This design comes from an exercise in tuning for small area on the open sky130 flow, not from production work.
Only simulation tests tie the RTL to the original design; equivalence was not proved.
Power is estimated from default activity; no workload was simulated.

==> build 63: inputs <==
==> flow/design.v <==
module processor( input         clk, reset,
                  output [31:0] PC,
                  input  [31:0] instruction,
                  output        WE,
                  output [31:0] address_to_mem,
                  output [31:0] data_to_mem,
                  input  [31:0] data_from_mem
                );
	wire [5:0]  op = instruction[31:26];
	wire [4:0]  rs = instruction[25:21];
	wire [4:0]  rt = instruction[20:16];
	wire [4:0]  rd = instruction[15:11];
	wire [5:0]  fn = instruction[5:0];
	wire grp0    = ~op[5] & ~op[4] & ~op[3];           
	wire is_jump = grp0 & op[0];                       
	wire is_jr   = is_jump & op[2];
	wire is_jal  = is_jump & ~op[2];
	wire is_beq  = grp0 & ~op[0] & op[2];
	wire is_lw   = op[5] & ~op[3];
	wire reg_we  = ~((op[5] & op[3]) | (~op[5] & ~op[4] & op[2]));
	wire wa_31   = ~op[5] & ~op[4] & op[0];
	wire use_rd  = op[4] | (~op[5] & ~op[3]);
	wire alu_imm = op[5] | (op[3] & ~op[4]);
	wire subm    = grp0 & ~op[2] & fn[1];              
	wire bytem   = op[4];
	wire r_alu   = ~op[4] & ~op[3];
	wire sel_sum = ~op[5] & (~r_alu | (fn[5] & ~fn[2] & ~fn[3]));
	wire sel_slt = r_alu & fn[5] & ~fn[2] & fn[3];
	wire sel_g   = r_alu & fn[5] & fn[2];              
	wire sel_p   = r_alu & fn[5] & fn[2] & fn[0];      
	wire sel_sh  = r_alu & ~fn[5];
	wire sel_shr = sel_sh & fn[1];
	wire sel_shl = sel_sh & ~fn[1];
	wire [31:0] rv1, rv2, wd;
	wire [4:0]  wa = wa_31 ? 5'd31 : (use_rd ? rd : rt);
	wire [31:1] wen, wenb, sel1, sel2;
	wire [31:0] rf_q [1:31];
	wdecoder wdec(.a(wa), .en(reg_we), .y(wen), .yb(wenb));
	rdecoder rdec1(.a(rs), .y(sel1));
	rdecoder rdec2(.a(rt), .y(sel2));
	genvar k, b;
	generate
		for (k = 1; k < 32; k = k + 1) begin : regs
			reg  [31:0] q;
			wire [31:0] d;
			for (b = 0; b < 32; b = b + 1) begin : bits
				hold h(.en(wen[k]), .enb(wenb[k]), .d(wd[b]), .q(q[b]), .y(d[b]));
			end
			always @(posedge clk) q <= d;
			assign rf_q[k] = q;
		end
		for (b = 0; b < 32; b = b + 1) begin : rd_bits
			wire [31:1] col;
			for (k = 1; k < 32; k = k + 1) begin : c
				assign col[k] = rf_q[k][b];
			end
			rd_bit p1(.sel(sel1), .q(col), .y(rv1[b]));
			rd_bit p2(.sel(sel2), .q(col), .y(rv2[b]));
		end
	endgenerate
	wire [31:0] simm = {{16{instruction[15]}}, instruction[15:0]};
	wire [31:0] bop  = alu_imm ? simm : (rv2 ^ {32{subm}});
	wire [31:0] sum, p, g;
	wire [3:0]  cby;
	adder u_add(.a(rv1), .b(bop), .cin(subm), .bytem(bytem), .sum(sum), .p(p), .g(g), .cby(cby));
	wire [3:0] sat = cby & {4{bytem & instruction[8]}};
	wire eq = ~|p;                                     
	wire [31:0] shr;
	wire fill = fn[0] & rv2[31];
	wire big  = |rv1[31:5];
	shifter u_sh(.a(rv1[4:0]), .b(rv2), .left(~fn[1]), .fill(fill), .y(shr));
	reg  [31:0] pc;
	wire [31:0] pc4, pc_next;
	pc_logic u_pc(.pc(pc), .instruction(instruction), .rv1(rv1),
	              .is_jr(is_jr), .is_jal(is_jal), .take(is_beq & eq),
	              .pc4(pc4), .pc_next(pc_next));
	always @(posedge clk or posedge reset)
		if (reset) pc <= 32'd0;
		else       pc <= pc_next;
	wire bigfill = alu_on & sel_sh & big & fill;
	wire sw_mem = is_lw;
	wire sw_pc4 = wa_31;
	wire alu_on = ~is_lw & ~wa_31;
	generate
		for (b = 0; b < 32; b = b + 1) begin : wb
			res_bit r(.s_sum(alu_on & sel_sum), .sum(sum[b]),
			          .s_g(alu_on & sel_g), .g(g[b]), .s_p(alu_on & sel_p), .p(p[b]),
			          .s_shr(alu_on & sel_shr & ~big), .shr(shr[b]),
			          .s_shl(alu_on & sel_shl & ~big), .shl(shr[31-b]),
			          .s_mem(sw_mem), .mem(data_from_mem[b]),
			          .s_pc4(sw_pc4), .pc4(pc4[b]),
			          .x(sat[b/8] | bigfill | (b == 0 ? (alu_on & sel_slt & ~cby[3]) : 1'b0)),
			          .y(wd[b]));
		end
	endgenerate
	assign PC             = pc;
	assign WE             = op[5] & op[3];
	assign address_to_mem = sum;
	assign data_to_mem    = rv2;
endmodule
module wdecoder(input [4:0] a, input en, output [31:1] y, output [31:1] yb);
	wire [3:0] lo, lon;
	wire [7:0] hi, hin;
	genvar k;
	generate
		for (k = 0; k < 4; k = k + 1) begin : l
			assign lo[k]  = en & (a[1:0] == k);
			assign lon[k] = ~(en & (a[1:0] == k));
		end
		for (k = 0; k < 8; k = k + 1) begin : h
			assign hi[k]  = (a[4:2] == k);
			assign hin[k] = ~(a[4:2] == k);
		end
		for (k = 1; k < 32; k = k + 1) begin : d
			nor2  n(.a(hin[k/4]), .b(lon[k%4]), .y(y[k]));
			nand2 m(.a(hi[k/4]), .b(lo[k%4]), .y(yb[k]));
		end
	endgenerate
endmodule
module nor2(input a, b, output y);
	assign y = ~(a | b);
endmodule
module nand2(input a, b, output y);
	assign y = ~(a & b);
endmodule
module rdecoder(input [4:0] a, output [31:1] y);
	wire [3:0] lo = {a[1] & a[0], a[1] & ~a[0], ~a[1] & a[0], ~a[1] & ~a[0]};
	wire [7:0] hi;
	genvar k;
	generate
		for (k = 0; k < 8; k = k + 1) begin : h
			assign hi[k] = (a[4:2] == k);
		end
		for (k = 1; k < 32; k = k + 1) begin : d
			assign y[k] = hi[k/4] & lo[k%4];
		end
	endgenerate
endmodule
module hold(input en, enb, d, q, output y);
	assign y = (en & d) | (enb & q);
endmodule
module aoi222(input a1, b1, a2, b2, a3, b3, output y);
	assign y = ~((a1 & b1) | (a2 & b2) | (a3 & b3));
endmodule
module rd_bit(input [31:1] sel, input [31:1] q, output y);
	wire [10:0] n;
	genvar k;
	generate
		for (k = 0; k < 10; k = k + 1) begin : g
			aoi222 a(.a1(sel[3*k+1]), .b1(q[3*k+1]), .a2(sel[3*k+2]), .b2(q[3*k+2]),
			         .a3(sel[3*k+3]), .b3(q[3*k+3]), .y(n[k]));
		end
	endgenerate
	assign n[10] = ~(sel[31] & q[31]);
	assign y = ~(&n);
endmodule
module res_bit(input s_sum, sum, s_g, g, s_p, p, s_shr, shr, s_shl, shl,
               s_mem, mem, s_pc4, pc4, x, output y);
	wire n1, n2, n3;
	aoi222 a1(.a1(s_sum), .b1(sum), .a2(s_g), .b2(g), .a3(s_p), .b3(p), .y(n1));
	aoi222 a2(.a1(s_shr), .b1(shr), .a2(s_shl), .b2(shl), .a3(s_mem), .b3(mem), .y(n2));
	aoi21 a3(.a1(s_pc4), .a2(pc4), .b1(x), .y(n3));
	nand3 o(.a(n1), .b(n2), .c(n3), .y(y));
endmodule
module aoi21(input a1, a2, b1, output y);
	assign y = ~((a1 & a2) | b1);
endmodule
module nand3(input a, b, c, output y);
	assign y = ~(a & b & c);
endmodule
module adder(input [31:0] a, b, input cin, bytem,
             output [31:0] sum, output [31:0] p, output [31:0] g, output [3:0] cby);
	localparam N = 36;
	assign p = a ^ b;
	assign g = a & b;
	wire [N-1:0] g0, p0;
	genvar i, l;
	generate
		for (i = 0; i < N; i = i + 1) begin : pos
			if (i == 0) begin : c0
				assign g0[i] = cin; assign p0[i] = 1'b0;
			end else if (i % 9 == 0) begin : cut
				assign g0[i] = 1'b0; assign p0[i] = ~bytem;
			end else begin : nb
				assign g0[i] = g[i - 1 - (i / 9)]; assign p0[i] = p[i - 1 - (i / 9)];
			end
		end
	endgenerate
	wire [N-1:0] gl [0:11];
	wire [N-1:0] pl [0:11];
	assign gl[0] = g0; assign pl[0] = p0;
	generate
		for (l = 0; l < 6; l = l + 1) begin : up
			for (i = 0; i < N; i = i + 1) begin : n
				if ((i + 1) % (2 << l) == 0) begin : op
					assign gl[l+1][i] = gl[l][i] | (pl[l][i] & gl[l][i - (1 << l)]);
					assign pl[l+1][i] = pl[l][i] & pl[l][i - (1 << l)];
				end else begin : pass
					assign gl[l+1][i] = gl[l][i]; assign pl[l+1][i] = pl[l][i];
				end
			end
		end
		for (l = 4; l >= 0; l = l - 1) begin : dn
			for (i = 0; i < N; i = i + 1) begin : n
				if ((i + 1) % (2 << l) == (1 << l) && i >= (2 << l)) begin : op
					assign gl[11-l][i] = gl[10-l][i] | (pl[10-l][i] & gl[10-l][i - (1 << l)]);
					assign pl[11-l][i] = pl[10-l][i] & pl[10-l][i - (1 << l)];
				end else begin : pass
					assign gl[11-l][i] = gl[10-l][i]; assign pl[11-l][i] = pl[10-l][i];
				end
			end
		end
		for (i = 1; i < N; i = i + 1) begin : s
			if (i % 9 != 0) begin : nb
				assign sum[i - 1 - (i / 9)] = p0[i] ^ gl[11][i - 1];
			end
		end
	endgenerate
	assign cby = {gl[11][35], gl[11][26], gl[11][17], gl[11][8]};
endmodule
module shifter(input [4:0] a, input [31:0] b, input left, fill, output [31:0] y);
	wire [31:0] t0, t1, t2, t3, t4;
	genvar k;
	generate
		for (k = 0; k < 32; k = k + 1) begin : st
			mux2i m0(.a0(b[k]), .a1(b[31-k]), .s(left), .y(t0[k]));                    
			mux2i m1(.a0(t0[k]), .a1(k + 1 < 32 ? t0[k+1] : ~fill), .s(a[0]), .y(t1[k]));
			mux2i m2(.a0(t1[k]), .a1(k + 2 < 32 ? t1[k+2] : fill), .s(a[1]), .y(t2[k]));  
			mux2i m3(.a0(t2[k]), .a1(k + 4 < 32 ? t2[k+4] : ~fill), .s(a[2]), .y(t3[k]));
			mux2i m4(.a0(t3[k]), .a1(k + 8 < 32 ? t3[k+8] : fill), .s(a[3]), .y(t4[k]));  
			mux2i m5(.a0(t4[k]), .a1(k + 16 < 32 ? t4[k+16] : ~fill), .s(a[4]), .y(y[k]));
		end
	endgenerate
endmodule
module mux2i(input a0, a1, s, output y);
	assign y = ~(s ? a1 : a0);
endmodule
module pc_logic(input [31:0] pc, input [31:0] instruction, input [31:0] rv1,
                input is_jr, is_jal, take,
                output [31:0] pc4, output [31:0] pc_next);
	wire [32:2] ci;
	assign ci[2] = 1'b1;
	genvar i;
	generate
		for (i = 2; i < 32; i = i + 1) begin : inc
			assign pc4[i] = pc[i] ^ ci[i];
			assign ci[i+1] = pc[i] & ci[i];
		end
	endgenerate
	assign pc4[1:0] = pc[1:0];
	wire [15:0] imm = instruction[15:0];
	wire s = imm[15];
	wire [18:2] cb;
	wire [31:0] br;
	assign cb[2] = 1'b1;
	generate
		for (i = 2; i < 18; i = i + 1) begin : low
			assign br[i] = pc[i] ^ imm[i-2] ^ cb[i];
			assign cb[i+1] = (pc[i] & imm[i-2]) | (cb[i] & (pc[i] ^ imm[i-2]));
		end
	endgenerate
	wire [32:18] ch;         
	wire mv = cb[18] ^ s;    
	assign ch[18] = 1'b1;
	generate
		for (i = 18; i < 32; i = i + 1) begin : high
			br_high h(.pc(pc[i]), .s(s), .mv(mv), .ch(ch[i]), .br(br[i]), .cho(ch[i+1]));
		end
	endgenerate
	assign br[1:0] = pc[1:0];
	wire s_jr = is_jr;
	wire s_jal = ~is_jr & is_jal;
	wire s_br = ~is_jr & ~is_jal & take;
	wire s_p4 = ~is_jr & ~is_jal & ~take;
	wire [31:0] jt = {pc4[31:28], instruction[25:0], 2'b00};
	generate
		for (i = 0; i < 32; i = i + 1) begin : nx
			pc_bit m(.s_jr(s_jr), .jr(rv1[i]), .s_jal(s_jal), .jal(jt[i]),
			         .s_br(s_br), .br(br[i]), .s_p4(s_p4), .p4(pc4[i]), .y(pc_next[i]));
		end
	endgenerate
endmodule
module br_high(input pc, s, mv, ch, output br, cho);
	assign br = pc ^ (mv & ch);
	assign cho = ch & (pc ^ s);
endmodule
module pc_bit(input s_jr, jr, s_jal, jal, s_br, br, s_p4, p4, output y);
	assign y = (s_jr & jr) | (s_jal & jal) | (s_br & br) | (s_p4 & p4);
endmodule
==> flow/flow/run.sh <==
#!/bin/bash
# Layout flow: the standard ORFS flow (standard.sh) with two changes:
#  - the port buffers that global placement inserts use the smallest buffer cell;
#  - clock tree synthesis clusters flip-flops in small groups driven by clkbuf_4 and
#    adds no dummy load cells at the tree's leaves.
# ORFS keeps each step's full log under orfs/logs/; make's own output goes to make.log.
set -euo pipefail
cd "$(dirname "$0")/.."
export BUFFER_PORTS_ARGS="-buffer_cell sky130_fd_sc_hd__buf_1"
export CTS_ARGS="-sink_clustering_enable -repair_clock_nets -sink_clustering_size 8 -sink_clustering_max_diameter 35 -buf_list sky130_fd_sc_hd__clkbuf_4 -dont_use_dummy_load"
bash standard.sh > make.log 2>&1
==> flow/standard.sh <==
#!/bin/bash
# synth_recipe.tcl (not shown) runs the flow's synth.tcl, then flattens the netlist and writes it again
# the make line also repeats each setting of config.mk as NAME=value (left out here)
make -C /OpenROAD-flow-scripts/flow DESIGN_CONFIG=/design/flow/config.mk WORK_HOME=/design/flow/orfs CLKGATE_MAP_FILE= SYNTH_SCRIPT=/design/flow/synth_recipe.tcl "${@:-finish}"
==> flow/config.mk <==
export PLATFORM = sky130hd
export DESIGN_NAME = processor
export DESIGN_NICKNAME = processor
export VERILOG_FILES = /design/flow/design.v
export SDC_FILE = /design/flow/constraint.sdc
export NUM_CORES = 4
export LEC_CHECK = 0
export CAP_MARGIN = 20
export CORE_MARGIN = 2
export CORE_UTILIZATION = 45
export PLACE_DENSITY = 0.8
export SETUP_SLACK_MARGIN = 0.1
export SLEW_MARGIN = 20
export SYNTH_HIERARCHICAL = 1
==> flow/constraint.sdc <==
create_clock -name core_clock -period 12.5 [get_ports {clk}]
set_input_delay 2.5000 -clock core_clock [delete_from_list [all_inputs] [get_ports {clk}]]
set_output_delay 2.5000 -clock core_clock [all_outputs]
set_load 0.01 [all_outputs]
==> build 43: changes against build 63 <==
--- a/flow/design.v
+++ b/flow/design.v
@@ -79,2 +79,3 @@
 		else       pc <= pc_next;
+	wire alu_on = ~is_lw & ~wa_31;
 	wire bigfill = alu_on & sel_sh & big & fill;
@@ -82,3 +83,2 @@
 	wire sw_pc4 = wa_31;
-	wire alu_on = ~is_lw & ~wa_31;
 	generate
@@ -134,5 +134,8 @@
 		for (k = 1; k < 32; k = k + 1) begin : d
-			assign y[k] = hi[k/4] & lo[k%4];
-		end
-	endgenerate
+			and2 g(.a(hi[k/4]), .b(lo[k%4]), .y(y[k]));
+		end
+	endgenerate
+endmodule
+module and2(input a, b, output y);
+	assign y = a & b;
 endmodule
CORE_UTILIZATION = 55   (was 45)
==> build 2: changes against build 63 <==
CORE_UTILIZATION = 55   (was 45)
PLACE_DENSITY = 0.7   (was 0.8)
==> build 66: changes against build 63 <==
--- a/flow/design.v
+++ b/flow/design.v
@@ -101,25 +101,14 @@
 module wdecoder(input [4:0] a, input en, output [31:1] y, output [31:1] yb);
-	wire [3:0] lo, lon;
-	wire [7:0] hi, hin;
-	genvar k;
-	generate
-		for (k = 0; k < 4; k = k + 1) begin : l
-			assign lo[k]  = en & (a[1:0] == k);
-			assign lon[k] = ~(en & (a[1:0] == k));
-		end
+	wire [3:0] lo = {4{en}} & {a[1] & a[0], a[1] & ~a[0], ~a[1] & a[0], ~a[1] & ~a[0]};
+	wire [7:0] hi;
+	genvar k;
+	generate
 		for (k = 0; k < 8; k = k + 1) begin : h
-			assign hi[k]  = (a[4:2] == k);
-			assign hin[k] = ~(a[4:2] == k);
+			assign hi[k] = (a[4:2] == k);
 		end
 		for (k = 1; k < 32; k = k + 1) begin : d
-			nor2  n(.a(hin[k/4]), .b(lon[k%4]), .y(y[k]));
-			nand2 m(.a(hi[k/4]), .b(lo[k%4]), .y(yb[k]));
-		end
-	endgenerate
-endmodule
-module nor2(input a, b, output y);
-	assign y = ~(a | b);
-endmodule
-module nand2(input a, b, output y);
-	assign y = ~(a & b);
+			assign y[k]  = hi[k/4] & lo[k%4];
+			assign yb[k] = ~(hi[k/4] & lo[k%4]);
+		end
+	endgenerate
 endmodule
@@ -158,13 +147,4 @@
                s_mem, mem, s_pc4, pc4, x, output y);
-	wire n1, n2, n3;
-	aoi222 a1(.a1(s_sum), .b1(sum), .a2(s_g), .b2(g), .a3(s_p), .b3(p), .y(n1));
-	aoi222 a2(.a1(s_shr), .b1(shr), .a2(s_shl), .b2(shl), .a3(s_mem), .b3(mem), .y(n2));
-	aoi21 a3(.a1(s_pc4), .a2(pc4), .b1(x), .y(n3));
-	nand3 o(.a(n1), .b(n2), .c(n3), .y(y));
-endmodule
-module aoi21(input a1, a2, b1, output y);
-	assign y = ~((a1 & a2) | b1);
-endmodule
-module nand3(input a, b, c, output y);
-	assign y = ~(a & b & c);
+	assign y = (s_sum & sum) | (s_g & g) | (s_p & p) | (s_shr & shr) |
+	           (s_shl & shl) | (s_mem & mem) | (s_pc4 & pc4) | x;
 endmodule
==> flow/run.sh (new file) <==
#!/bin/bash
# synth_recipe.tcl (not shown) runs the flow's synth.tcl, then flattens the netlist and writes it again
# the make line also repeats each setting of config.mk as NAME=value (left out here)
make -C /OpenROAD-flow-scripts/flow DESIGN_CONFIG=/design/flow/config.mk WORK_HOME=/design/flow/orfs CLKGATE_MAP_FILE= SYNTH_SCRIPT=/design/flow/synth_recipe.tcl finish
CTS_BUF_LIST = sky130_fd_sc_hd__clkbuf_8   (was default)
CTS_CLUSTER_DIAMETER = 50   (was default)
CTS_CLUSTER_SIZE = 16   (was default)
PLACE_DENSITY = default   (was 0.8)
SETUP_SLACK_MARGIN = 0.3   (was 0.1)
removed: flow/flow/run.sh
removed: flow/standard.sh
==> results.txt <==
Count of clock-buffer cells in the layout, highest first: build 2, build 43, build 63, build 66. Global-route usage: build 63 < build 66 < build 43 < build 2. Between build 63 and build 43, the lower synthesized cell count is in build 43 (gap 0.43%, measured against build 43). Between build 43 and build 63, the lower sequential share of layout area is in build 63 (gap 0.55 points). Clock power is about the same in build 2 and build 43. Sequential power is about the same in build 66 and build 63. Routed wire length: build 43 < build 63 < build 2 < build 66. Against build 63, the via count of build 66 is lower by about 1.6%. Of build 43 and build 66, build 66 has the higher combinational power (gap about 8%, measured against build 66). Of build 63 and build 66, build 66 has the higher cell area (gap about 6%, measured against build 66). Clock skew, highest first: build 63, build 43, build 2, build 66.

-- separate check: timing with driven ports --
The flow's constraints put no driver on any port. The routed layouts listed below were extracted and timed again, unchanged, in two steps.
Step 1 assumes that a clkbuf_16 drives the clock port and a buf_2 every other input.
Step 2 times the ports against the registers' clock, not the clock port: input delays grow and output delays shrink by t, the midpoint of the rising clock arrivals with the driver on.
Three values: ideal ports, drivers, drivers and shift; two values: the first two.
run | t (ns) | setup slack, ns | clock arrival spread, ns | slew at the worst register clock pin (ns) | worst data-port slew with drivers (ns)
build 63 | 1.196 | 0.316 / 0.290 / 0.290 | 0.161 / 0.161 | 0.10 / 0.10 | 0.07
build 43 | 1.165 | 0.294 / 0.265 / 0.265 | 0.153 / 0.153 | 0.10 / 0.10 | 0.06
build 2 | 1.179 | 0.470 / 0.440 / 0.440 | 0.137 / 0.138 | 0.10 / 0.10 | 0.08
build 66 | 0.897 | 0.280 / 0.255 / 0.255 | 0.068 / 0.068 | 0.11 / 0.11 | 0.05
After both steps setup and hold are still met in every run listed. For build 2, which loses most, drivers alone change the setup slack by -0.030 ns; drivers and shift together by -0.030 ns.
